This design comes from an exercise in tuning for small area and a short achievable clock period on the open sky130 flow, not from production work.
For this run, only the layout was checked, not whether the RTL still works.
No activity file was given, so power comes from the tool's default toggle rates.

### flow/run.sh
#!/bin/bash
# synth_recipe.tcl (not shown) runs the flow's synth.tcl, then flattens the netlist and writes it again
# the make line also repeats each setting of config.mk as NAME=value (left out here)
make -C /OpenROAD-flow-scripts/flow DESIGN_CONFIG=/design/flow/config.mk WORK_HOME=/design/flow/orfs CLKGATE_MAP_FILE= SYNTH_SCRIPT=/design/flow/synth_recipe.tcl finish
### flow/config.mk
export PLATFORM = sky130hd
export DESIGN_NAME = mac
export DESIGN_NICKNAME = mac
export VERILOG_FILES = /design/flow/design.v
export SDC_FILE = /design/flow/constraint.sdc
export NUM_CORES = 4
export LEC_CHECK = 0
export CAP_MARGIN = 20
export CORE_MARGIN = 2
export CORE_UTILIZATION = 40
export SETUP_SLACK_MARGIN = 4
export SLEW_MARGIN = 20
### flow/constraint.sdc
create_clock -name core_clock -period 6.5 [get_ports {clk}]
set_input_delay 1.3000 -clock core_clock [delete_from_list [all_inputs] [get_ports {clk}]]
set_output_delay 1.3000 -clock core_clock [all_outputs]
set_load 0.01 [all_outputs]
### flow/design.v
`timescale 1ns/1ps
module mac (
    input clk,
    input rst,
    input [15:0] a,
    input [15:0] b,
    input [31:0] acc_in,
    output [31:0] acc_out
);
reg [15:0] ar;
reg [7:0] one_r, two_r, neg_r;
reg b15r;
reg [114:0] t0;
reg [31:0] bs3;          
reg [6:0] bc3;           
reg [2:0] v;             
reg [31:0] t4;           
reg [6:0] g4;            
reg [31:0] s5;           
wire one_d0 = b[0] ^ 1'b0;
wire two_d0 = (b[1] & ~b[0] & ~1'b0) | (~b[1] & b[0] & 1'b0);
wire neg_d0 = b[1];
wire one0 = one_r[0];
wire two0 = two_r[0];
wire neg0 = neg_r[0];
wire one_d1 = b[2] ^ b[1];
wire two_d1 = (b[3] & ~b[2] & ~b[1]) | (~b[3] & b[2] & b[1]);
wire neg_d1 = b[3];
wire one1 = one_r[1];
wire two1 = two_r[1];
wire neg1 = neg_r[1];
wire one_d2 = b[4] ^ b[3];
wire two_d2 = (b[5] & ~b[4] & ~b[3]) | (~b[5] & b[4] & b[3]);
wire neg_d2 = b[5];
wire one2 = one_r[2];
wire two2 = two_r[2];
wire neg2 = neg_r[2];
wire one_d3 = b[6] ^ b[5];
wire two_d3 = (b[7] & ~b[6] & ~b[5]) | (~b[7] & b[6] & b[5]);
wire neg_d3 = b[7];
wire one3 = one_r[3];
wire two3 = two_r[3];
wire neg3 = neg_r[3];
wire one_d4 = b[8] ^ b[7];
wire two_d4 = (b[9] & ~b[8] & ~b[7]) | (~b[9] & b[8] & b[7]);
wire neg_d4 = b[9];
wire one4 = one_r[4];
wire two4 = two_r[4];
wire neg4 = neg_r[4];
wire one_d5 = b[10] ^ b[9];
wire two_d5 = (b[11] & ~b[10] & ~b[9]) | (~b[11] & b[10] & b[9]);
wire neg_d5 = b[11];
wire one5 = one_r[5];
wire two5 = two_r[5];
wire neg5 = neg_r[5];
wire one_d6 = b[12] ^ b[11];
wire two_d6 = (b[13] & ~b[12] & ~b[11]) | (~b[13] & b[12] & b[11]);
wire neg_d6 = b[13];
wire one6 = one_r[6];
wire two6 = two_r[6];
wire neg6 = neg_r[6];
wire one_d7 = b[14] ^ b[13];
wire two_d7 = (b[15] & ~b[14] & ~b[13]) | (~b[15] & b[14] & b[13]);
wire neg_d7 = b[15];
wire one7 = one_r[7];
wire two7 = two_r[7];
wire neg7 = neg_r[7];
wire pp0_0 = (one0 & ar[0]) ^ neg0;
wire pp0_1 = ((one0 & ar[1]) | (two0 & ar[0])) ^ neg0;
wire pp0_2 = ((one0 & ar[2]) | (two0 & ar[1])) ^ neg0;
wire pp0_3 = ((one0 & ar[3]) | (two0 & ar[2])) ^ neg0;
wire pp0_4 = ((one0 & ar[4]) | (two0 & ar[3])) ^ neg0;
wire pp0_5 = ((one0 & ar[5]) | (two0 & ar[4])) ^ neg0;
wire pp0_6 = ((one0 & ar[6]) | (two0 & ar[5])) ^ neg0;
wire pp0_7 = ((one0 & ar[7]) | (two0 & ar[6])) ^ neg0;
wire pp0_8 = ((one0 & ar[8]) | (two0 & ar[7])) ^ neg0;
wire pp0_9 = ((one0 & ar[9]) | (two0 & ar[8])) ^ neg0;
wire pp0_10 = ((one0 & ar[10]) | (two0 & ar[9])) ^ neg0;
wire pp0_11 = ((one0 & ar[11]) | (two0 & ar[10])) ^ neg0;
wire pp0_12 = ((one0 & ar[12]) | (two0 & ar[11])) ^ neg0;
wire pp0_13 = ((one0 & ar[13]) | (two0 & ar[12])) ^ neg0;
wire pp0_14 = ((one0 & ar[14]) | (two0 & ar[13])) ^ neg0;
wire pp0_15 = ((one0 & ar[15]) | (two0 & ar[14])) ^ neg0;
wire pp0_16 = (two0 & ar[15]) ^ neg0;
wire nsg0 = ~neg0;
wire pp1_0 = (one1 & ar[0]) ^ neg1;
wire pp1_1 = ((one1 & ar[1]) | (two1 & ar[0])) ^ neg1;
wire pp1_2 = ((one1 & ar[2]) | (two1 & ar[1])) ^ neg1;
wire pp1_3 = ((one1 & ar[3]) | (two1 & ar[2])) ^ neg1;
wire pp1_4 = ((one1 & ar[4]) | (two1 & ar[3])) ^ neg1;
wire pp1_5 = ((one1 & ar[5]) | (two1 & ar[4])) ^ neg1;
wire pp1_6 = ((one1 & ar[6]) | (two1 & ar[5])) ^ neg1;
wire pp1_7 = ((one1 & ar[7]) | (two1 & ar[6])) ^ neg1;
wire pp1_8 = ((one1 & ar[8]) | (two1 & ar[7])) ^ neg1;
wire pp1_9 = ((one1 & ar[9]) | (two1 & ar[8])) ^ neg1;
wire pp1_10 = ((one1 & ar[10]) | (two1 & ar[9])) ^ neg1;
wire pp1_11 = ((one1 & ar[11]) | (two1 & ar[10])) ^ neg1;
wire pp1_12 = ((one1 & ar[12]) | (two1 & ar[11])) ^ neg1;
wire pp1_13 = ((one1 & ar[13]) | (two1 & ar[12])) ^ neg1;
wire pp1_14 = ((one1 & ar[14]) | (two1 & ar[13])) ^ neg1;
wire pp1_15 = ((one1 & ar[15]) | (two1 & ar[14])) ^ neg1;
wire pp1_16 = (two1 & ar[15]) ^ neg1;
wire nsg1 = ~neg1;
wire pp2_0 = (one2 & ar[0]) ^ neg2;
wire pp2_1 = ((one2 & ar[1]) | (two2 & ar[0])) ^ neg2;
wire pp2_2 = ((one2 & ar[2]) | (two2 & ar[1])) ^ neg2;
wire pp2_3 = ((one2 & ar[3]) | (two2 & ar[2])) ^ neg2;
wire pp2_4 = ((one2 & ar[4]) | (two2 & ar[3])) ^ neg2;
wire pp2_5 = ((one2 & ar[5]) | (two2 & ar[4])) ^ neg2;
wire pp2_6 = ((one2 & ar[6]) | (two2 & ar[5])) ^ neg2;
wire pp2_7 = ((one2 & ar[7]) | (two2 & ar[6])) ^ neg2;
wire pp2_8 = ((one2 & ar[8]) | (two2 & ar[7])) ^ neg2;
wire pp2_9 = ((one2 & ar[9]) | (two2 & ar[8])) ^ neg2;
wire pp2_10 = ((one2 & ar[10]) | (two2 & ar[9])) ^ neg2;
wire pp2_11 = ((one2 & ar[11]) | (two2 & ar[10])) ^ neg2;
wire pp2_12 = ((one2 & ar[12]) | (two2 & ar[11])) ^ neg2;
wire pp2_13 = ((one2 & ar[13]) | (two2 & ar[12])) ^ neg2;
wire pp2_14 = ((one2 & ar[14]) | (two2 & ar[13])) ^ neg2;
wire pp2_15 = ((one2 & ar[15]) | (two2 & ar[14])) ^ neg2;
wire pp2_16 = (two2 & ar[15]) ^ neg2;
wire nsg2 = ~neg2;
wire pp3_0 = (one3 & ar[0]) ^ neg3;
wire pp3_1 = ((one3 & ar[1]) | (two3 & ar[0])) ^ neg3;
wire pp3_2 = ((one3 & ar[2]) | (two3 & ar[1])) ^ neg3;
wire pp3_3 = ((one3 & ar[3]) | (two3 & ar[2])) ^ neg3;
wire pp3_4 = ((one3 & ar[4]) | (two3 & ar[3])) ^ neg3;
wire pp3_5 = ((one3 & ar[5]) | (two3 & ar[4])) ^ neg3;
wire pp3_6 = ((one3 & ar[6]) | (two3 & ar[5])) ^ neg3;
wire pp3_7 = ((one3 & ar[7]) | (two3 & ar[6])) ^ neg3;
wire pp3_8 = ((one3 & ar[8]) | (two3 & ar[7])) ^ neg3;
wire pp3_9 = ((one3 & ar[9]) | (two3 & ar[8])) ^ neg3;
wire pp3_10 = ((one3 & ar[10]) | (two3 & ar[9])) ^ neg3;
wire pp3_11 = ((one3 & ar[11]) | (two3 & ar[10])) ^ neg3;
wire pp3_12 = ((one3 & ar[12]) | (two3 & ar[11])) ^ neg3;
wire pp3_13 = ((one3 & ar[13]) | (two3 & ar[12])) ^ neg3;
wire pp3_14 = ((one3 & ar[14]) | (two3 & ar[13])) ^ neg3;
wire pp3_15 = ((one3 & ar[15]) | (two3 & ar[14])) ^ neg3;
wire pp3_16 = (two3 & ar[15]) ^ neg3;
wire nsg3 = ~neg3;
wire pp4_0 = (one4 & ar[0]) ^ neg4;
wire pp4_1 = ((one4 & ar[1]) | (two4 & ar[0])) ^ neg4;
wire pp4_2 = ((one4 & ar[2]) | (two4 & ar[1])) ^ neg4;
wire pp4_3 = ((one4 & ar[3]) | (two4 & ar[2])) ^ neg4;
wire pp4_4 = ((one4 & ar[4]) | (two4 & ar[3])) ^ neg4;
wire pp4_5 = ((one4 & ar[5]) | (two4 & ar[4])) ^ neg4;
wire pp4_6 = ((one4 & ar[6]) | (two4 & ar[5])) ^ neg4;
wire pp4_7 = ((one4 & ar[7]) | (two4 & ar[6])) ^ neg4;
wire pp4_8 = ((one4 & ar[8]) | (two4 & ar[7])) ^ neg4;
wire pp4_9 = ((one4 & ar[9]) | (two4 & ar[8])) ^ neg4;
wire pp4_10 = ((one4 & ar[10]) | (two4 & ar[9])) ^ neg4;
wire pp4_11 = ((one4 & ar[11]) | (two4 & ar[10])) ^ neg4;
wire pp4_12 = ((one4 & ar[12]) | (two4 & ar[11])) ^ neg4;
wire pp4_13 = ((one4 & ar[13]) | (two4 & ar[12])) ^ neg4;
wire pp4_14 = ((one4 & ar[14]) | (two4 & ar[13])) ^ neg4;
wire pp4_15 = ((one4 & ar[15]) | (two4 & ar[14])) ^ neg4;
wire pp4_16 = (two4 & ar[15]) ^ neg4;
wire nsg4 = ~neg4;
wire pp5_0 = (one5 & ar[0]) ^ neg5;
wire pp5_1 = ((one5 & ar[1]) | (two5 & ar[0])) ^ neg5;
wire pp5_2 = ((one5 & ar[2]) | (two5 & ar[1])) ^ neg5;
wire pp5_3 = ((one5 & ar[3]) | (two5 & ar[2])) ^ neg5;
wire pp5_4 = ((one5 & ar[4]) | (two5 & ar[3])) ^ neg5;
wire pp5_5 = ((one5 & ar[5]) | (two5 & ar[4])) ^ neg5;
wire pp5_6 = ((one5 & ar[6]) | (two5 & ar[5])) ^ neg5;
wire pp5_7 = ((one5 & ar[7]) | (two5 & ar[6])) ^ neg5;
wire pp5_8 = ((one5 & ar[8]) | (two5 & ar[7])) ^ neg5;
wire pp5_9 = ((one5 & ar[9]) | (two5 & ar[8])) ^ neg5;
wire pp5_10 = ((one5 & ar[10]) | (two5 & ar[9])) ^ neg5;
wire pp5_11 = ((one5 & ar[11]) | (two5 & ar[10])) ^ neg5;
wire pp5_12 = ((one5 & ar[12]) | (two5 & ar[11])) ^ neg5;
wire pp5_13 = ((one5 & ar[13]) | (two5 & ar[12])) ^ neg5;
wire pp5_14 = ((one5 & ar[14]) | (two5 & ar[13])) ^ neg5;
wire pp5_15 = ((one5 & ar[15]) | (two5 & ar[14])) ^ neg5;
wire pp5_16 = (two5 & ar[15]) ^ neg5;
wire nsg5 = ~neg5;
wire pp6_0 = (one6 & ar[0]) ^ neg6;
wire pp6_1 = ((one6 & ar[1]) | (two6 & ar[0])) ^ neg6;
wire pp6_2 = ((one6 & ar[2]) | (two6 & ar[1])) ^ neg6;
wire pp6_3 = ((one6 & ar[3]) | (two6 & ar[2])) ^ neg6;
wire pp6_4 = ((one6 & ar[4]) | (two6 & ar[3])) ^ neg6;
wire pp6_5 = ((one6 & ar[5]) | (two6 & ar[4])) ^ neg6;
wire pp6_6 = ((one6 & ar[6]) | (two6 & ar[5])) ^ neg6;
wire pp6_7 = ((one6 & ar[7]) | (two6 & ar[6])) ^ neg6;
wire pp6_8 = ((one6 & ar[8]) | (two6 & ar[7])) ^ neg6;
wire pp6_9 = ((one6 & ar[9]) | (two6 & ar[8])) ^ neg6;
wire pp6_10 = ((one6 & ar[10]) | (two6 & ar[9])) ^ neg6;
wire pp6_11 = ((one6 & ar[11]) | (two6 & ar[10])) ^ neg6;
wire pp6_12 = ((one6 & ar[12]) | (two6 & ar[11])) ^ neg6;
wire pp6_13 = ((one6 & ar[13]) | (two6 & ar[12])) ^ neg6;
wire pp6_14 = ((one6 & ar[14]) | (two6 & ar[13])) ^ neg6;
wire pp6_15 = ((one6 & ar[15]) | (two6 & ar[14])) ^ neg6;
wire pp6_16 = (two6 & ar[15]) ^ neg6;
wire nsg6 = ~neg6;
wire pp7_0 = (one7 & ar[0]) ^ neg7;
wire pp7_1 = ((one7 & ar[1]) | (two7 & ar[0])) ^ neg7;
wire pp7_2 = ((one7 & ar[2]) | (two7 & ar[1])) ^ neg7;
wire pp7_3 = ((one7 & ar[3]) | (two7 & ar[2])) ^ neg7;
wire pp7_4 = ((one7 & ar[4]) | (two7 & ar[3])) ^ neg7;
wire pp7_5 = ((one7 & ar[5]) | (two7 & ar[4])) ^ neg7;
wire pp7_6 = ((one7 & ar[6]) | (two7 & ar[5])) ^ neg7;
wire pp7_7 = ((one7 & ar[7]) | (two7 & ar[6])) ^ neg7;
wire pp7_8 = ((one7 & ar[8]) | (two7 & ar[7])) ^ neg7;
wire pp7_9 = ((one7 & ar[9]) | (two7 & ar[8])) ^ neg7;
wire pp7_10 = ((one7 & ar[10]) | (two7 & ar[9])) ^ neg7;
wire pp7_11 = ((one7 & ar[11]) | (two7 & ar[10])) ^ neg7;
wire pp7_12 = ((one7 & ar[12]) | (two7 & ar[11])) ^ neg7;
wire pp7_13 = ((one7 & ar[13]) | (two7 & ar[12])) ^ neg7;
wire pp7_14 = ((one7 & ar[14]) | (two7 & ar[13])) ^ neg7;
wire pp7_15 = ((one7 & ar[15]) | (two7 & ar[14])) ^ neg7;
wire pp7_16 = (two7 & ar[15]) ^ neg7;
wire nsg7 = ~neg7;
wire pp8_0 = ar[0] & b15r;
wire pp8_1 = ar[1] & b15r;
wire pp8_2 = ar[2] & b15r;
wire pp8_3 = ar[3] & b15r;
wire pp8_4 = ar[4] & b15r;
wire pp8_5 = ar[5] & b15r;
wire pp8_6 = ar[6] & b15r;
wire pp8_7 = ar[7] & b15r;
wire pp8_8 = ar[8] & b15r;
wire pp8_9 = ar[9] & b15r;
wire pp8_10 = ar[10] & b15r;
wire pp8_11 = ar[11] & b15r;
wire pp8_12 = ar[12] & b15r;
wire pp8_13 = ar[13] & b15r;
wire pp8_14 = ar[14] & b15r;
wire pp8_15 = ar[15] & b15r;
wire s_1 = neg5 ^ pp0_10;
wire c_2 = neg5 & pp0_10;
wire s_3 = pp0_11 ^ pp1_9;
wire c_4 = pp0_11 & pp1_9;
wire s_5 = neg6 ^ pp0_12 ^ pp1_10;
wire c_6 = (neg6 & pp0_12) | (neg6 & pp1_10) | (pp0_12 & pp1_10);
wire s_7 = pp2_8 ^ pp3_6;
wire c_8 = pp2_8 & pp3_6;
wire s_9 = pp0_13 ^ pp1_11 ^ pp2_9;
wire c_10 = (pp0_13 & pp1_11) | (pp0_13 & pp2_9) | (pp1_11 & pp2_9);
wire s_11 = pp3_7 ^ pp4_5;
wire c_12 = pp3_7 & pp4_5;
wire s_13 = neg7 ^ pp0_14 ^ pp1_12;
wire c_14 = (neg7 & pp0_14) | (neg7 & pp1_12) | (pp0_14 & pp1_12);
wire s_15 = pp2_10 ^ pp3_8 ^ pp4_6;
wire c_16 = (pp2_10 & pp3_8) | (pp2_10 & pp4_6) | (pp3_8 & pp4_6);
wire s_17 = pp5_4 ^ pp6_2;
wire c_18 = pp5_4 & pp6_2;
wire s_19 = pp0_15 ^ pp1_13 ^ pp2_11;
wire c_20 = (pp0_15 & pp1_13) | (pp0_15 & pp2_11) | (pp1_13 & pp2_11);
wire s_21 = pp3_9 ^ pp4_7 ^ pp5_5;
wire c_22 = (pp3_9 & pp4_7) | (pp3_9 & pp5_5) | (pp4_7 & pp5_5);
wire s_23 = pp6_3 ^ pp7_1;
wire c_24 = pp6_3 & pp7_1;
wire s_25 = pp8_0 ^ pp0_16 ^ pp1_14;
wire c_26 = (pp8_0 & pp0_16) | (pp8_0 & pp1_14) | (pp0_16 & pp1_14);
wire s_27 = pp2_12 ^ pp3_10 ^ pp4_8;
wire c_28 = (pp2_12 & pp3_10) | (pp2_12 & pp4_8) | (pp3_10 & pp4_8);
wire s_29 = pp5_6 ^ pp6_4 ^ pp7_2;
wire c_30 = (pp5_6 & pp6_4) | (pp5_6 & pp7_2) | (pp6_4 & pp7_2);
wire s_31 = neg0 ^ pp8_1 ^ pp1_15;
wire c_32 = (neg0 & pp8_1) | (neg0 & pp1_15) | (pp8_1 & pp1_15);
wire s_33 = pp2_13 ^ pp3_11 ^ pp4_9;
wire c_34 = (pp2_13 & pp3_11) | (pp2_13 & pp4_9) | (pp3_11 & pp4_9);
wire s_35 = pp5_7 ^ pp6_5 ^ pp7_3;
wire c_36 = (pp5_7 & pp6_5) | (pp5_7 & pp7_3) | (pp6_5 & pp7_3);
wire s_37 = neg0 ^ pp8_2 ^ pp1_16;
wire c_38 = (neg0 & pp8_2) | (neg0 & pp1_16) | (pp8_2 & pp1_16);
wire s_39 = pp2_14 ^ pp3_12 ^ pp4_10;
wire c_40 = (pp2_14 & pp3_12) | (pp2_14 & pp4_10) | (pp3_12 & pp4_10);
wire s_41 = pp5_8 ^ pp6_6 ^ pp7_4;
wire c_42 = (pp5_8 & pp6_6) | (pp5_8 & pp7_4) | (pp6_6 & pp7_4);
wire s_43 = nsg1 ^ nsg0 ^ pp8_3;
wire c_44 = (nsg1 & nsg0) | (nsg1 & pp8_3) | (nsg0 & pp8_3);
wire s_45 = pp2_15 ^ pp3_13 ^ pp4_11;
wire c_46 = (pp2_15 & pp3_13) | (pp2_15 & pp4_11) | (pp3_13 & pp4_11);
wire s_47 = pp5_9 ^ pp6_7 ^ pp7_5;
wire c_48 = (pp5_9 & pp6_7) | (pp5_9 & pp7_5) | (pp6_7 & pp7_5);
wire s_49 = ~(pp8_4 ^ pp2_16);
wire c_50 = pp8_4 | pp2_16;
wire s_51 = pp3_14 ^ pp4_12 ^ pp5_10;
wire c_52 = (pp3_14 & pp4_12) | (pp3_14 & pp5_10) | (pp4_12 & pp5_10);
wire s_53 = pp6_8 ^ pp7_6;
wire c_54 = pp6_8 & pp7_6;
wire s_55 = nsg2 ^ pp8_5 ^ pp3_15;
wire c_56 = (nsg2 & pp8_5) | (nsg2 & pp3_15) | (pp8_5 & pp3_15);
wire s_57 = pp4_13 ^ pp5_11 ^ pp6_9;
wire c_58 = (pp4_13 & pp5_11) | (pp4_13 & pp6_9) | (pp5_11 & pp6_9);
wire s_59 = ~(pp8_6 ^ pp3_16);
wire c_60 = pp8_6 | pp3_16;
wire s_61 = pp4_14 ^ pp5_12;
wire c_62 = pp4_14 & pp5_12;
wire s_63 = nsg3 ^ pp8_7 ^ pp4_15;
wire c_64 = (nsg3 & pp8_7) | (nsg3 & pp4_15) | (pp8_7 & pp4_15);
wire s_65 = ~pp8_8;
wire c_66 = pp8_8;
wire s_67 = neg3 ^ pp0_6;
wire c_68 = neg3 & pp0_6;
wire s_69 = pp0_7 ^ pp1_5;
wire c_70 = pp0_7 & pp1_5;
wire s_71 = neg4 ^ pp0_8 ^ pp1_6;
wire c_72 = (neg4 & pp0_8) | (neg4 & pp1_6) | (pp0_8 & pp1_6);
wire s_73 = pp2_4 ^ pp3_2;
wire c_74 = pp2_4 & pp3_2;
wire s_75 = pp0_9 ^ pp1_7 ^ pp2_5;
wire c_76 = (pp0_9 & pp1_7) | (pp0_9 & pp2_5) | (pp1_7 & pp2_5);
wire s_77 = pp3_3 ^ pp4_1;
wire c_78 = pp3_3 & pp4_1;
wire s_79 = pp1_8 ^ pp2_6 ^ pp3_4;
wire c_80 = (pp1_8 & pp2_6) | (pp1_8 & pp3_4) | (pp2_6 & pp3_4);
wire s_81 = pp4_2 ^ pp5_0 ^ s_1;
wire c_82 = (pp4_2 & pp5_0) | (pp4_2 & s_1) | (pp5_0 & s_1);
wire s_83 = pp2_7 ^ pp3_5 ^ pp4_3;
wire c_84 = (pp2_7 & pp3_5) | (pp2_7 & pp4_3) | (pp3_5 & pp4_3);
wire s_85 = pp5_1 ^ c_2 ^ s_3;
wire c_86 = (pp5_1 & c_2) | (pp5_1 & s_3) | (c_2 & s_3);
wire s_87 = pp4_4 ^ pp5_2 ^ pp6_0;
wire c_88 = (pp4_4 & pp5_2) | (pp4_4 & pp6_0) | (pp5_2 & pp6_0);
wire s_89 = c_4 ^ s_7 ^ s_5;
wire c_90 = (c_4 & s_7) | (c_4 & s_5) | (s_7 & s_5);
wire s_91 = pp5_3 ^ pp6_1 ^ c_8;
wire c_92 = (pp5_3 & pp6_1) | (pp5_3 & c_8) | (pp6_1 & c_8);
wire s_93 = s_11 ^ c_6 ^ s_9;
wire c_94 = (s_11 & c_6) | (s_11 & s_9) | (c_6 & s_9);
wire s_95 = pp7_0 ^ c_12 ^ s_17;
wire c_96 = (pp7_0 & c_12) | (pp7_0 & s_17) | (c_12 & s_17);
wire s_97 = c_10 ^ s_13 ^ s_15;
wire c_98 = (c_10 & s_13) | (c_10 & s_15) | (s_13 & s_15);
wire s_99 = c_18 ^ s_23 ^ c_14;
wire c_100 = (c_18 & s_23) | (c_18 & c_14) | (s_23 & c_14);
wire s_101 = c_16 ^ s_19 ^ s_21;
wire c_102 = (c_16 & s_19) | (c_16 & s_21) | (s_19 & s_21);
wire s_103 = c_24 ^ c_20 ^ c_22;
wire c_104 = (c_24 & c_20) | (c_24 & c_22) | (c_20 & c_22);
wire s_105 = s_25 ^ s_27 ^ s_29;
wire c_106 = (s_25 & s_27) | (s_25 & s_29) | (s_27 & s_29);
wire s_107 = c_26 ^ c_28 ^ c_30;
wire c_108 = (c_26 & c_28) | (c_26 & c_30) | (c_28 & c_30);
wire s_109 = s_31 ^ s_33 ^ s_35;
wire c_110 = (s_31 & s_33) | (s_31 & s_35) | (s_33 & s_35);
wire s_111 = c_32 ^ c_34 ^ c_36;
wire c_112 = (c_32 & c_34) | (c_32 & c_36) | (c_34 & c_36);
wire s_113 = s_37 ^ s_39 ^ s_41;
wire c_114 = (s_37 & s_39) | (s_37 & s_41) | (s_39 & s_41);
wire s_115 = s_43 ^ c_38 ^ c_40;
wire c_116 = (s_43 & c_38) | (s_43 & c_40) | (c_38 & c_40);
wire s_117 = c_42 ^ s_45 ^ s_47;
wire c_118 = (c_42 & s_45) | (c_42 & s_47) | (s_45 & s_47);
wire s_119 = c_44 ^ s_49 ^ s_53;
wire c_120 = (c_44 & s_49) | (c_44 & s_53) | (s_49 & s_53);
wire s_121 = c_46 ^ c_48 ^ s_51;
wire c_122 = (c_46 & c_48) | (c_46 & s_51) | (c_48 & s_51);
wire s_123 = pp7_7 ^ c_50 ^ c_54;
wire c_124 = (pp7_7 & c_50) | (pp7_7 & c_54) | (c_50 & c_54);
wire s_125 = c_52 ^ s_55 ^ s_57;
wire c_126 = (c_52 & s_55) | (c_52 & s_57) | (s_55 & s_57);
wire s_127 = pp6_10 ^ pp7_8 ^ s_59;
wire c_128 = (pp6_10 & pp7_8) | (pp6_10 & s_59) | (pp7_8 & s_59);
wire s_129 = s_61 ^ c_56 ^ c_58;
wire c_130 = (s_61 & c_56) | (s_61 & c_58) | (c_56 & c_58);
wire s_131 = pp5_13 ^ pp6_11 ^ pp7_9;
wire c_132 = (pp5_13 & pp6_11) | (pp5_13 & pp7_9) | (pp6_11 & pp7_9);
wire s_133 = c_60 ^ c_62 ^ s_63;
wire c_134 = (c_60 & c_62) | (c_60 & s_63) | (c_62 & s_63);
wire s_135 = s_65 ^ pp4_16 ^ pp5_14;
wire c_136 = (s_65 & pp4_16) | (s_65 & pp5_14) | (pp4_16 & pp5_14);
wire s_137 = pp6_12 ^ pp7_10 ^ c_64;
wire c_138 = (pp6_12 & pp7_10) | (pp6_12 & c_64) | (pp7_10 & c_64);
wire s_139 = nsg4 ^ c_66 ^ pp8_9;
wire c_140 = (nsg4 & c_66) | (nsg4 & pp8_9) | (c_66 & pp8_9);
wire s_141 = pp5_15 ^ pp6_13 ^ pp7_11;
wire c_142 = (pp5_15 & pp6_13) | (pp5_15 & pp7_11) | (pp6_13 & pp7_11);
wire s_143 = ~(pp8_10 ^ pp5_16);
wire c_144 = pp8_10 | pp5_16;
wire s_145 = pp6_14 ^ pp7_12;
wire c_146 = pp6_14 & pp7_12;
wire s_147 = nsg5 ^ pp8_11 ^ pp6_15;
wire c_148 = (nsg5 & pp8_11) | (nsg5 & pp6_15) | (pp8_11 & pp6_15);
wire s_149 = ~pp8_12;
wire c_150 = pp8_12;
wire s_151 = t0[8] ^ t0[9];
wire c_152 = t0[8] & t0[9];
wire s_153 = t0[12] ^ t0[13];
wire c_154 = t0[12] & t0[13];
wire s_155 = t0[15] ^ t0[16] ^ t0[17];
wire c_156 = (t0[15] & t0[16]) | (t0[15] & t0[17]) | (t0[16] & t0[17]);
wire s_157 = t0[19] ^ t0[20] ^ t0[21];
wire c_158 = (t0[19] & t0[20]) | (t0[19] & t0[21]) | (t0[20] & t0[21]);
wire s_159 = t0[23] ^ t0[24] ^ t0[25];
wire c_160 = (t0[23] & t0[24]) | (t0[23] & t0[25]) | (t0[24] & t0[25]);
wire s_161 = t0[27] ^ t0[28] ^ t0[29];
wire c_162 = (t0[27] & t0[28]) | (t0[27] & t0[29]) | (t0[28] & t0[29]);
wire s_163 = t0[31] ^ t0[32] ^ t0[33];
wire c_164 = (t0[31] & t0[32]) | (t0[31] & t0[33]) | (t0[32] & t0[33]);
wire s_165 = t0[35] ^ t0[36] ^ t0[37];
wire c_166 = (t0[35] & t0[36]) | (t0[35] & t0[37]) | (t0[36] & t0[37]);
wire s_167 = t0[39] ^ t0[40] ^ t0[41];
wire c_168 = (t0[39] & t0[40]) | (t0[39] & t0[41]) | (t0[40] & t0[41]);
wire s_169 = t0[43] ^ t0[44] ^ t0[45];
wire c_170 = (t0[43] & t0[44]) | (t0[43] & t0[45]) | (t0[44] & t0[45]);
wire s_171 = t0[47] ^ t0[48] ^ t0[49];
wire c_172 = (t0[47] & t0[48]) | (t0[47] & t0[49]) | (t0[48] & t0[49]);
wire s_173 = t0[51] ^ t0[52] ^ t0[53];
wire c_174 = (t0[51] & t0[52]) | (t0[51] & t0[53]) | (t0[52] & t0[53]);
wire s_175 = t0[55] ^ t0[56] ^ t0[57];
wire c_176 = (t0[55] & t0[56]) | (t0[55] & t0[57]) | (t0[56] & t0[57]);
wire s_177 = t0[59] ^ t0[60] ^ t0[61];
wire c_178 = (t0[59] & t0[60]) | (t0[59] & t0[61]) | (t0[60] & t0[61]);
wire s_179 = t0[63] ^ t0[64] ^ t0[65];
wire c_180 = (t0[63] & t0[64]) | (t0[63] & t0[65]) | (t0[64] & t0[65]);
wire s_181 = t0[67] ^ t0[68] ^ t0[69];
wire c_182 = (t0[67] & t0[68]) | (t0[67] & t0[69]) | (t0[68] & t0[69]);
wire s_183 = t0[71] ^ t0[72] ^ t0[73];
wire c_184 = (t0[71] & t0[72]) | (t0[71] & t0[73]) | (t0[72] & t0[73]);
wire s_185 = t0[75] ^ t0[76] ^ t0[77];
wire c_186 = (t0[75] & t0[76]) | (t0[75] & t0[77]) | (t0[76] & t0[77]);
wire s_187 = t0[79] ^ t0[80] ^ t0[81];
wire c_188 = (t0[79] & t0[80]) | (t0[79] & t0[81]) | (t0[80] & t0[81]);
wire s_189 = t0[83] ^ t0[84] ^ t0[85];
wire c_190 = (t0[83] & t0[84]) | (t0[83] & t0[85]) | (t0[84] & t0[85]);
wire s_191 = t0[87] ^ t0[88] ^ t0[89];
wire c_192 = (t0[87] & t0[88]) | (t0[87] & t0[89]) | (t0[88] & t0[89]);
wire s_193 = t0[91] ^ t0[92] ^ t0[93];
wire c_194 = (t0[91] & t0[92]) | (t0[91] & t0[93]) | (t0[92] & t0[93]);
wire s_195 = t0[95] ^ t0[96] ^ t0[97];
wire c_196 = (t0[95] & t0[96]) | (t0[95] & t0[97]) | (t0[96] & t0[97]);
wire s_197 = t0[99] ^ t0[100] ^ t0[101];
wire c_198 = (t0[99] & t0[100]) | (t0[99] & t0[101]) | (t0[100] & t0[101]);
wire s_199 = t0[103] ^ t0[104] ^ t0[105];
wire c_200 = (t0[103] & t0[104]) | (t0[103] & t0[105]) | (t0[104] & t0[105]);
wire s_201 = t0[107] ^ t0[108] ^ t0[109];
wire c_202 = (t0[107] & t0[108]) | (t0[107] & t0[109]) | (t0[108] & t0[109]);
wire s_203 = ~t0[111];
wire c_204 = t0[111];
wire s_205 = t0[3] ^ t0[4];
wire c_206 = t0[3] & t0[4];
wire s_207 = t0[6] ^ t0[7];
wire c_208 = t0[6] & t0[7];
wire s_209 = t0[10] ^ t0[11] ^ s_151;
wire c_210 = (t0[10] & t0[11]) | (t0[10] & s_151) | (t0[11] & s_151);
wire s_211 = t0[14] ^ c_152 ^ s_153;
wire c_212 = (t0[14] & c_152) | (t0[14] & s_153) | (c_152 & s_153);
wire s_213 = t0[18] ^ c_154 ^ s_155;
wire c_214 = (t0[18] & c_154) | (t0[18] & s_155) | (c_154 & s_155);
wire s_215 = t0[22] ^ c_156 ^ s_157;
wire c_216 = (t0[22] & c_156) | (t0[22] & s_157) | (c_156 & s_157);
wire s_217 = t0[26] ^ c_158 ^ s_159;
wire c_218 = (t0[26] & c_158) | (t0[26] & s_159) | (c_158 & s_159);
wire s_219 = t0[30] ^ c_160 ^ s_161;
wire c_220 = (t0[30] & c_160) | (t0[30] & s_161) | (c_160 & s_161);
wire s_221 = t0[34] ^ c_162 ^ s_163;
wire c_222 = (t0[34] & c_162) | (t0[34] & s_163) | (c_162 & s_163);
wire s_223 = t0[38] ^ c_164 ^ s_165;
wire c_224 = (t0[38] & c_164) | (t0[38] & s_165) | (c_164 & s_165);
wire s_225 = t0[42] ^ c_166 ^ s_167;
wire c_226 = (t0[42] & c_166) | (t0[42] & s_167) | (c_166 & s_167);
wire s_227 = t0[46] ^ c_168 ^ s_169;
wire c_228 = (t0[46] & c_168) | (t0[46] & s_169) | (c_168 & s_169);
wire s_229 = t0[50] ^ c_170 ^ s_171;
wire c_230 = (t0[50] & c_170) | (t0[50] & s_171) | (c_170 & s_171);
wire s_231 = t0[54] ^ c_172 ^ s_173;
wire c_232 = (t0[54] & c_172) | (t0[54] & s_173) | (c_172 & s_173);
wire s_233 = t0[58] ^ c_174 ^ s_175;
wire c_234 = (t0[58] & c_174) | (t0[58] & s_175) | (c_174 & s_175);
wire s_235 = t0[62] ^ c_176 ^ s_177;
wire c_236 = (t0[62] & c_176) | (t0[62] & s_177) | (c_176 & s_177);
wire s_237 = t0[66] ^ c_178 ^ s_179;
wire c_238 = (t0[66] & c_178) | (t0[66] & s_179) | (c_178 & s_179);
wire s_239 = t0[70] ^ c_180 ^ s_181;
wire c_240 = (t0[70] & c_180) | (t0[70] & s_181) | (c_180 & s_181);
wire s_241 = t0[74] ^ c_182 ^ s_183;
wire c_242 = (t0[74] & c_182) | (t0[74] & s_183) | (c_182 & s_183);
wire s_243 = t0[78] ^ c_184 ^ s_185;
wire c_244 = (t0[78] & c_184) | (t0[78] & s_185) | (c_184 & s_185);
wire s_245 = t0[82] ^ c_186 ^ s_187;
wire c_246 = (t0[82] & c_186) | (t0[82] & s_187) | (c_186 & s_187);
wire s_247 = t0[86] ^ c_188 ^ s_189;
wire c_248 = (t0[86] & c_188) | (t0[86] & s_189) | (c_188 & s_189);
wire s_249 = t0[90] ^ c_190 ^ s_191;
wire c_250 = (t0[90] & c_190) | (t0[90] & s_191) | (c_190 & s_191);
wire s_251 = t0[94] ^ c_192 ^ s_193;
wire c_252 = (t0[94] & c_192) | (t0[94] & s_193) | (c_192 & s_193);
wire s_253 = t0[98] ^ c_194 ^ s_195;
wire c_254 = (t0[98] & c_194) | (t0[98] & s_195) | (c_194 & s_195);
wire s_255 = t0[102] ^ c_196 ^ s_197;
wire c_256 = (t0[102] & c_196) | (t0[102] & s_197) | (c_196 & s_197);
wire s_257 = t0[106] ^ c_198 ^ s_199;
wire c_258 = (t0[106] & c_198) | (t0[106] & s_199) | (c_198 & s_199);
wire s_259 = t0[110] ^ c_200 ^ s_201;
wire c_260 = (t0[110] & c_200) | (t0[110] & s_201) | (c_200 & s_201);
wire s_261 = t0[112] ^ s_203 ^ c_202;
wire c_262 = (t0[112] & s_203) | (t0[112] & c_202) | (s_203 & c_202);
wire s_263 = c_204 ^ t0[113] ^ t0[114];
wire c_264 = (c_204 & t0[113]) | (c_204 & t0[114]) | (t0[113] & t0[114]);
wire [31:0] row0 = {c_262, c_260, c_258, c_256, c_254, c_252, c_250, c_248, c_246, c_244, c_242, c_240, c_238, c_236, c_234, c_232, c_230, c_228, c_226, c_224, c_222, c_220, c_218, c_216, c_214, c_212, c_210, c_208, c_206, s_205, t0[2], t0[0]};
wire [31:0] row1 = {s_263, s_261, s_259, s_257, s_255, s_253, s_251, s_249, s_247, s_245, s_243, s_241, s_239, s_237, s_235, s_233, s_231, s_229, s_227, s_225, s_223, s_221, s_219, s_217, s_215, s_213, s_211, s_209, s_207, t0[5], 1'b0, t0[1]};
wire [4:0] cs_0 = {1'b0, row0[3:0]} + {1'b0, row1[3:0]};
wire [4:0] cs_1 = {1'b0, row0[7:4]} + {1'b0, row1[7:4]};
wire [4:0] cs_2 = {1'b0, row0[11:8]} + {1'b0, row1[11:8]};
wire [4:0] cs_3 = {1'b0, row0[15:12]} + {1'b0, row1[15:12]};
wire [4:0] cs_4 = {1'b0, row0[19:16]} + {1'b0, row1[19:16]};
wire [4:0] cs_5 = {1'b0, row0[23:20]} + {1'b0, row1[23:20]};
wire [4:0] cs_6 = {1'b0, row0[27:24]} + {1'b0, row1[27:24]};
wire [4:0] cs_7 = {1'b0, row0[31:28]} + {1'b0, row1[31:28]};
wire [31:0] bs_d = {cs_7[3:0], cs_6[3:0], cs_5[3:0], cs_4[3:0], cs_3[3:0], cs_2[3:0], cs_1[3:0], cs_0[3:0]};
wire [6:0] bc_d = {cs_6[4], cs_5[4], cs_4[4], cs_3[4], cs_2[4], cs_1[4], cs_0[4]};
wire [31:0] xg = bs3 & {32{v[2]}};
wire [6:0] cg = bc3 & {7{v[2]}};
wire [4:0] bs_0 = {1'b0, xg[3:0]} + {1'b0, acc_in[3:0]};
wire [4:0] bs_1 = {1'b0, xg[7:4]} + {1'b0, acc_in[7:4]} + {4'd0, cg[0]};
wire [4:0] bs_2 = {1'b0, xg[11:8]} + {1'b0, acc_in[11:8]} + {4'd0, cg[1]};
wire [4:0] bs_3 = {1'b0, xg[15:12]} + {1'b0, acc_in[15:12]} + {4'd0, cg[2]};
wire [4:0] bs_4 = {1'b0, xg[19:16]} + {1'b0, acc_in[19:16]} + {4'd0, cg[3]};
wire [4:0] bs_5 = {1'b0, xg[23:20]} + {1'b0, acc_in[23:20]} + {4'd0, cg[4]};
wire [4:0] bs_6 = {1'b0, xg[27:24]} + {1'b0, acc_in[27:24]} + {4'd0, cg[5]};
wire [4:0] bs_7 = {1'b0, xg[31:28]} + {1'b0, acc_in[31:28]} + {4'd0, cg[6]};
wire [31:0] gsp = {1'b0, 1'b0, 1'b0, g4[6], 1'b0, 1'b0, 1'b0, g4[5], 1'b0, 1'b0, 1'b0, g4[4], 1'b0, 1'b0, 1'b0, g4[3], 1'b0, 1'b0, 1'b0, g4[2], 1'b0, 1'b0, 1'b0, g4[1], 1'b0, 1'b0, 1'b0, g4[0], 1'b0, 1'b0, 1'b0, 1'b0};
wire [31:0] sum = t4 + gsp;
always @(posedge clk) begin
    ar <= a;
    one_r <= {one_d7, one_d6, one_d5, one_d4, one_d3, one_d2, one_d1, one_d0};
    two_r <= {two_d7, two_d6, two_d5, two_d4, two_d3, two_d2, two_d1, two_d0};
    neg_r <= {neg_d7, neg_d6, neg_d5, neg_d4, neg_d3, neg_d2, neg_d1, neg_d0};
    b15r <= b[15];
    t0 <= {pp8_15, nsg7, pp7_16, pp8_14, pp7_15, pp8_13, nsg6, c_150, pp7_14, pp6_16, s_149, c_148, pp7_13, s_147, c_146, c_144, s_145, s_143, c_142, c_140, s_141, s_139, c_138, c_136, s_137, s_135, c_134, c_132, s_133, s_131, c_130, c_128, s_129, s_127, c_126, c_124, s_125, s_123, c_122, c_120, s_121, s_119, c_118, c_116, s_117, s_115, c_114, c_112, s_113, s_111, c_110, c_108, s_109, s_107, c_106, c_104, s_105, s_103, c_102, c_100, s_101, s_99, c_98, c_96, s_97, s_95, c_94, c_92, s_93, s_91, c_90, c_88, s_89, s_87, c_86, c_84, s_85, s_83, c_82, c_80, s_81, s_79, c_78, c_76, s_77, s_75, c_74, c_72, pp4_0, s_73, s_71, c_70, pp3_1, pp2_3, s_69, c_68, pp3_0, pp2_2, pp1_4, s_67, pp2_1, pp1_3, pp0_5, pp2_0, pp1_2, pp0_4, neg2, pp1_1, pp0_3, pp1_0, pp0_2, neg1, pp0_1, pp0_0, neg0};
    bs3 <= bs_d;
    bc3 <= bc_d;
end
always @(posedge clk or posedge rst) begin
  if (rst) v <= 3'd0;
  else v <= {v[1:0], 1'b1};
end
always @(posedge clk or posedge rst) begin
  if (rst) begin
    t4 <= 32'd0; g4 <= 7'd0; s5 <= 32'd0;
  end else begin
    t4 <= {bs_7[3:0], bs_6[3:0], bs_5[3:0], bs_4[3:0], bs_3[3:0], bs_2[3:0], bs_1[3:0], bs_0[3:0]};
    g4 <= {bs_6[4], bs_5[4], bs_4[4], bs_3[4], bs_2[4], bs_1[4], bs_0[4]};
    s5 <= sum;
  end
end
assign acc_out = s5;
endmodule
==> impl_table.tex <==
\begin{tabular}{lr}
\hline
Metric & Value \\
\hline
\multicolumn{2}{l}{\textbf{Power}} \\
\quad Share of total power in the clock network & 21.2\% \\
\quad Combinational group share of total power & 45.3\% \\
\quad Cell Int Power & 4.99 mW \\
\quad Total power of the final layout & 7.76 mW \\
\quad Leakage power & 7.67 nW \\
\quad Reg power frac & 33.5\% \\
\quad Switching Share & 35.7\% \\
\quad Power per unit of standard cell area & 460 mW/mm\^{}2 \\
\quad Net switching power of the design & 2.77 mW \\
\quad Peak supply drop & 0.000211 V \\
\multicolumn{2}{l}{\textbf{Worst setup path}} \\
\quad Cell type group with the largest total delay on the critical path & flip-flops \\
\quad Startpoint type of the worst setup path & register \\
\quad Count of buffering cells on the critical path with inverters included & 1 \\
\quad Number of cells on the worst reg-to-reg path & 5 \\
\quad Type of the worst setup path & reg -> out \\
\quad Maximum fanout along the worst path & 1 \\
\quad Reg2reg setup slack & 4.08 ns \\
\quad Category of the worst setup path capture point & primary output \\
\quad Origin of the worst setup path & s5[2] \\
\quad Cell with the largest stage delay on the worst path & sky130\_fd\_sc\_hd\_\_dfrtp\_1 \\
\quad Data required time at the worst endpoint & 5.20 ns \\
\quad Reg2reg end & t0[54] \\
\quad Worst R2R Start & two\_r[1] \\
\quad Maximum cell stage delay along the critical path & 0.36 ns \\
\quad Endpoint of the worst setup timing path & acc\_out[2] \\
\quad Arrival time worst endpoint & 1.14 ns \\
\quad List of cells traversed by the critical path & clkdlybuf4s15\_1 \\
\quad Cell count along the critical path & 1 \\
\multicolumn{2}{l}{\textbf{Placement}} \\
\quad Port Buffers & 97 \\
\quad Routability congestion estimate from global placement & 0.911 \\
\quad Detailed Place HPWL & 21,400 um \\
\multicolumn{2}{l}{\textbf{Synth}} \\
\quad Syn nets & 1,627 \\
\quad Combined area of all synthesized cells & 0.0146 sq mm \\
\quad Yosys warning count & 1 \\
\quad Fraction of synthesized cell area taken by the top area cell type & 26.6\% \\
\quad Top flip-flop cell by instance count after synthesis & sky130\_fd\_sc\_hd\_\_dfxtp\_1 \\
\quad Portion of the post-synthesis area used by sequential elements & 39.3\% \\
\quad Synth area leaders & sky130\_fd\_sc\_hd\_\_dfxtp\_1 27\%, sky130\_fd\_sc\_hd\_\_fa\_1 18\%, sky130\_fd\_sc\_hd\_\_dfrtp\_1 13\%, sky130\_fd\_sc\_hd\_\_xnor2\_1 10\%, sky130\_fd\_sc\_hd\_\_ha\_1 7.1\% \\
\quad Cell type with the highest aggregate area in the netlist & sky130\_fd\_sc\_hd\_\_dfxtp\_1 \\
\quad Number of enable-type register cells in the synthesized netlist & 0 \\
\quad Post-Syn Instances & 1,348 \\
\quad Synth Area per Inst & 10.8 sq um \\
\quad Number of distinct standard cells referenced by the synthesized netlist & 45 \\
\quad Async set-or-reset flop fraction in the synthesized netlist & 27.6\% \\
\quad Synthesized flop and latch total & 268 \\
\multicolumn{2}{l}{\textbf{Clock tree}} \\
\quad Hold-fix buffer count after cts & 0 \\
\quad Deepest clock path buffer count & 3 \\
\quad Number of buffers inserted during clock tree synthesis & 29 \\
\quad Cell at the root of the clock tree & sky130\_fd\_sc\_hd\_\_clkbuf\_16 \\
\quad Clk sinks & 268 \\
\quad Post CTS Setup Buffer Count & 0 \\
\quad Post-CTS clock slew at the launch and capture registers of the worst setup and hold paths & 0.06 ns \\
\quad Number of H-tree levels & 1 \\
\quad Clock latency on the worst-skew pair & 0.57 ns \\
\quad TritonCTS clock tree & yes \\
\multicolumn{2}{l}{\textbf{STA}} \\
\quad Slew at the pin closest to its max-slew limit & 0.913 ns \\
\quad Final TNS setup & 0 ns \\
\quad Maximum clock rate & 409 MHz \\
\quad Setup Skew & 0.0245 ns \\
\quad Max-slew headroom & 39.2\% \\
\quad Final Max Slew Viols & 0 \\
\quad Hold violation count in the final report & 0 \\
\quad Final critical-path share of the clock period & 37.6\% \\
\quad RSZ-0062 raised after global routing & no \\
\quad \# setup viols final & 0 \\
\quad Final Critical Period & 2.44 ns \\
\multicolumn{2}{l}{\textbf{Floorplan}} \\
\quad Width of the chip & 195 um \\
\quad Number of primary I/O pins & 98 \\
\quad Total die area & 0.0380 sq mm \\
\quad Number of standard-cell rows in the floorplan & 69 \\
\quad Initial cell density of the core & 40.8\% \\
\quad Core region area & 0.0357 sq mm \\
\quad Vert. Die Dim & 195 um \\
\multicolumn{2}{l}{\textbf{Route}} \\
\quad Avg WL per Cell & 15.9 um \\
\quad Remaining DRCs & 0 \\
\quad WL final & 29,900 um \\
\quad 1st-pass router iterations & 6 \\
\quad Drt via density & 4.76 \\
\quad Iteration-0 DRC count of the detailed router & 570 \\
\quad Via count & 8,967 \\
\quad Post-route antenna net violation count & 0 \\
\multicolumn{2}{l}{\textbf{GRT}} \\
\quad Antenna violations before repair & 0 \\
\quad GR Overflow Total & 0 \\
\quad Number of global-route vias before repair & 9,453 \\
\quad Pin count of the biggest net entering global routing & 75 \\
\quad Global-route wire length before repair & 49,700 um \\
\quad All-Layer GR Usage & 16.3\% \\
\multicolumn{2}{l}{\textbf{Finish}} \\
\quad Layout area overhead & 15.6\% \\
\quad Share of post-route cells with drive strength above 1 & 7.72\% \\
\quad Most frequent cells in the layout & 219 x sky130\_fd\_sc\_hd\_\_inv\_1, 168 x sky130\_fd\_sc\_hd\_\_xnor2\_1, 168 x sky130\_fd\_sc\_hd\_\_dfxtp\_1, 126 x sky130\_fd\_sc\_hd\_\_fa\_1, 120 x sky130\_fd\_sc\_hd\_\_a22oi\_1 \\
\quad Number of nets in the finished design & 1,680 \\
\quad Count of inserted antenna diode cells & 0 \\
\quad Leading cell type in the layout, fill and taps excluded & sky130\_fd\_sc\_hd\_\_inv\_1 \\
\multicolumn{2}{l}{\textbf{Hold path}} \\
\quad Min-Delay Path Class & reg -> reg \\
\multicolumn{2}{l}{\textbf{Run status}} \\
\quad Outcome & complete, no violations \\
\multicolumn{2}{l}{\textbf{Run}} \\
\quad Maximum Capacitance Violations & 0 \\
\hline
\end{tabular}
-- routing by layer --
metal | share of wire [%] | track usage, %
met1 | 47 | 22.4
met4 | 3.1 | 6.22
met2 | 43 | 25.4
met5 | 0 | 0
met3 | 6.8 | 3.12
-- synth_stat cells, drive strengths merged, types with 3 or more instances --
cell type  number
a21o           30
a21oi          22
a22oi         120
a31oi           3
and2           35
buf            10
clkbuf         73
dfrtp          74
dfxtp         194
fa            130
ha             83
inv           222
nand2          54
nand2b         14
nand3           5
nand3b          7
nand4           9
nor2            9
nor2b           8
nor3            7
o21ai          19
xnor2         168
xor2           37
-- worst min-delay path by stage --
| stage | from | endpoint | slack [ns] | cells after the start |
|---|---|---|---|---|
| floorplan | t4[0] | s5[0] | 0.33 | 0 |
| detailed placement | t4[1] | s5[1] | 0.34 | 0 |
| CTS | t4[1] | s5[1] | 0.35 | 0 |
| global placement | v[0] | v[1] | 0.33 | 0 |
| global route | t4[2] | s5[2] | 0.36 | 0 |
| finish | t4[1] | s5[1] | 0.35 | 0 |
-- power groups by stage --
| stage | combinational, mW | clock (mW) | sequential (mW) |
|---|---|---|---|
| after global placement | 3.52 | 0 | 2.63 |
| after global routing | 4.12 | 1.76 | 2.67 |
| after CTS | 3.59 | 1.70 | 2.60 |
| after floorplan | 2.67 | 0 | 2.55 |
| after detailed placement | 3.61 | 0 | 2.64 |
| final | 3.51 | 1.64 | 2.60 |
-- metrics by stage --
step | worst slack [ns] | hold WS (ns) | area (sq um) | utilization (%) | cells
floorplan | 4.02 | 0.331 | 14600 | - | 1348
global placement | 3.49 | 0.332 | 15900 | 44.4 | 1831
detailed placement | 3.48 | 0.336 | 15900 | 44.4 | 1831
CTS | 3.95 | 0.349 | 16800 | 47.1 | 1885
global route | 4.00 | 0.355 | 16900 | 47.2 | 1885
finish | 4.06 | 0.347 | 16900 | 47.2 | 1885
-- layout make-up --
type | count | area [sq um]
fillers | 3306 | 18900
multi-input cells | 773 | 7700
flip-flops and latches | 268 | 5770
repair buffers | 105 | 1000
inverters | 224 | 852
clock buffers | 38 | 822
well taps | 461 | 577
clock inverters | 16 | 143
-- cells by family (layout without fill, tap and decap cells) --
kind of cell	count (synthesis)	in the layout	synth area share, %
adder cells (fa/ha/maj)	213	213	25.0
flip-flops	268	268	39.3
buffers and inverters	307	383	7.98
other	1	1	0.0257
AND/OR/NAND/NOR	149	149	5.35
AO/OA/AOI/OAI	205	205	10.1
XOR/XNOR	205	205	12.3
-- timing repair --
action                                  4_1_cts  5_1_grt
resized for setup                            72       34
endpoints found under the hold margin         0        0
endpoints found under the setup margin       45       22
gates cloned                                  0        0
-- state kept, by name, indices dropped and copies added (netlist names), 7 cells and up --
| name | count |
|---|---|
| s5 | 32 |
| one_r | 8 |
| two_r | 8 |
| neg_r | 8 |
| bs3 | 32 |
| t4 | 32 |
| t0 | 115 |
| bc3 | 7 |
| ar | 16 |
| g4 | 7 |

[afterwards: timing with drivers on the ports]
How much do the figures lean on ideal ports? The routed layout below was timed once more, with nothing changed but the port constraints. Step 1, drivers: a clkbuf_16 drives clk and a buf_2 each remaining input, both assumed. Step 2 moves the port delays by t, midway between the first and last clock arrival at a register: inputs arrive t later, outputs are due t later. That takes back most of the time a late clock gives input paths. a / b / c = ideal ports / drivers / drivers and shift; a / b = the first two.
shift t [ns]: 0.601
setup WS [ns]: 4.056 / 4.010 / 3.477
worst setup path at the end: input to register
clock arrival spread, ns: 0.025 / 0.025
worst slew at a driven data input, ns: 0.05
After both steps this run still meets setup and hold. The setup slack of this run moves by -0.046 ns with the drivers and by -0.579 ns with both steps.
